Source: an optimization exercise on an open RTL-to-GDS flow (aim: small area). Production flows keep margins and buffers that such runs may drop. Only simulation tests tie the RTL to the original design; equivalence was not proved.

Setup of raven:
==> flow/design.v (excerpt) <==
module cordic(input clk,
              input signed [7:0] x_in,
              input signed [7:0] y_in,
              output signed [31:0] r,
              output signed [31:0] phi,
              output signed [31:0] dummy1,
              output signed [31:0] dummy2,
              output signed [31:0] dummy3);
Size: about 650 flip-flops.
Settings: LEC_CHECK=0, CAP_MARGIN=20, CORE_MARGIN=2, CORE_UTILIZATION=40, CTS_BUF_LIST=sky130_fd_sc_hd__clkbuf_16, CTS_CLUSTER_DIAMETER=80, CTS_CLUSTER_SIZE=30, SLEW_MARGIN=20; clock period 10.0 ns.
run.sh (not shown) runs the stock make flow with config.mk's settings and CLKGATE_MAP_FILE= SYNTH_SCRIPT=/design/flow/synth_recipe.tcl, a recipe that flattens the netlist after the stock synthesis.
raven completed end to end with timing, DRC and antenna clean.
--- input diff raven..juniper ---
==> flow/flow/run.sh (new file) <==
#!/bin/bash
set -euo pipefail
export BUFFER_PORTS_ARGS="-buffer_cell sky130_fd_sc_hd__buf_1"
bash standard.sh > standard_flow.log 2>&1
==> flow/standard.sh (new file) <==
#!/bin/bash
# synth_recipe.tcl (not shown) runs the flow's synth.tcl, then flattens the netlist and writes it again
# the make line also repeats each setting of config.mk as NAME=value (left out here)
make -C /OpenROAD-flow-scripts/flow DESIGN_CONFIG=/design/flow/config.mk WORK_HOME=/design/flow/orfs CLKGATE_MAP_FILE= SYNTH_SCRIPT=/design/flow/synth_recipe.tcl "${@:-finish}"
removed: flow/run.sh
Notes after the runs:
juniper vs. raven: total routed wirelength now sits higher, area of all placed cells without fillers now sits lower.
The combined global-route utilization of all metal layers of juniper is higher than that of raven.
#### Input delta (garnet over juniper)
diff --git a/flow/flow/run.sh b/flow/flow/run.sh
--- a/flow/flow/run.sh
+++ b/flow/flow/run.sh
@@ -3,0 +4 @@
+export CTS_ARGS='-sink_clustering_enable -repair_clock_nets -dont_use_dummy_load -buf_list {sky130_fd_sc_hd__clkbuf_8 sky130_fd_sc_hd__clkbuf_16} -sink_clustering_size 20 -sink_clustering_max_diameter 60'
==> results.txt <==
Of juniper and garnet, the higher register-to-register setup slack belongs to juniper. Post-route worst hold slack: juniper and garnet compared, higher one is juniper. Between juniper and garnet, the layout buffering overhead excluding clock cells does not differ in any meaningful way. Comparing garnet against juniper, there is no change at all in area occupied by multi-input gates. garnet -> juniper: number of enable flip-flop cells after synthesis delta 0, exact match. Sum of routed wire length over all layers: juniper vs garnet, no meaningful difference. Non-clock buffer count: garnet vs juniper — no meaningful difference.
[inputs] lagoon vs garnet
==> flow/flow/run.sh <==
#!/bin/bash
set -euo pipefail
export BUFFER_PORTS_ARGS="-buffer_cell sky130_fd_sc_hd__buf_1"
export CTS_ARGS="-sink_clustering_enable -repair_clock_nets -dont_use_dummy_load -buf_list sky130_fd_sc_hd__clkbuf_16 -sink_clustering_size 30 -sink_clustering_max_diameter 80"
bash standard.sh > standard_flow.log 2>&1
Notes after the runs:
- Having completed the whole flow, lagoon delivered a layout that passed the timing, design-rule and antenna checks.
- Diff lagoon..garnet | tap cell count | unchanged
- Changes observed in lagoon relative to garnet: clock-pin slew on the worst setup and hold paths has increased, clock tree buffer count of the final layout has decreased.
- garnet vs lagoon, standard cell with the maximum stage delay on the critical path: sky130_fd_sc_hd__fa_1 vs sky130_fd_sc_hd__dfxtp_1
- Taking garnet as the reference, in lagoon average via count per standard cell level; maximum frequency went up about 0.3%; met3 capacity usage during global routing comparable.
- The run showing the greater routed length on met2 is garnet.


cordic, a different RTL version from the one above (not shown whole).
Size: ~2800 cells after synthesis, about 650 flip-flops, about 180 I/O pins.
==> flow/config.mk <==
export PLATFORM = sky130hd
export DESIGN_NAME = cordic
export DESIGN_NICKNAME = cordic
export VERILOG_FILES = /design/flow/design.v
export SDC_FILE = /design/flow/constraint.sdc
export NUM_CORES = 4
export LEC_CHECK = 0
export CAP_MARGIN = 20
export CORE_MARGIN = 2
export CORE_UTILIZATION = 40
export CTS_BUF_LIST = sky130_fd_sc_hd__clkbuf_8
export CTS_CLUSTER_DIAMETER = 60
export CTS_CLUSTER_SIZE = 20
export SLEW_MARGIN = 20
==> flow/constraint.sdc <==
create_clock -name core_clock -period 10.0 [get_ports {clk}]
set_input_delay 2.0000 -clock core_clock [delete_from_list [all_inputs] [get_ports {clk}]]
set_output_delay 2.0000 -clock core_clock [all_outputs]
set_load 0.01 [all_outputs]
Stock flow here: none of the scripts above is used.
Then changed:
- CTS_BUF_LIST: sky130_fd_sc_hd__clkbuf_8 -> sky130_fd_sc_hd__clkbuf_16
- CTS_CLUSTER_DIAMETER: 60 -> 80
- CTS_CLUSTER_SIZE: 20 -> 30
Effect:
- The changed run produced a clean layout
- area after synthesis does not change
- non-clock buffer count does not change
- routed wire length decreases by 0.80%
- worst hold slack gets better by 0.016 ns
- final area stays the same
- cell count drops by 0.84%
- setup slack loses 0.092 ns

-- afterwards: timing with drivers on the ports --
The flow's constraints put no driver on any port. The routed layouts listed below were extracted and timed again, unchanged, in two steps.
Step 1 assumes that a clkbuf_16 drives the clock port and a buf_2 every other input.
Step 2 adds t to the input delays and takes it off the output delays; t is the mean of the earliest and latest rising clock arrival at the registers after step 1. Input paths then give back, and output paths get back, about the clock's delay inside the block.
Three values: no drivers, after step 1, after step 2; two values: the first two.
| run | shift t [ns] | setup slack, ns | worst setup path after step 2 | latest minus earliest clock arrival (ns) |
|---|---|---|---|---|
| raven | 0.619 | 0.644 / 0.585 / 0.886 | register to register | 0.037 / 0.037 |
| juniper | 0.638 | 0.812 / 0.748 / 0.852 | register to register | 0.036 / 0.036 |
| garnet | 0.633 | 0.817 / 0.774 / 0.817 | register to register | 0.088 / 0.088 |
| lagoon | 0.607 | 0.845 / 0.783 / 0.858 | register to register | 0.089 / 0.089 |
| the first run of note 2 | 0.742 | 0.509 / 0.452 / 0.672 | register to register | 0.047 / 0.047 |
| the second run of note 2 | 0.635 | 0.417 / 0.357 / 0.659 | register to register | 0.056 / 0.056 |
After both steps setup and hold are still met in every run listed.
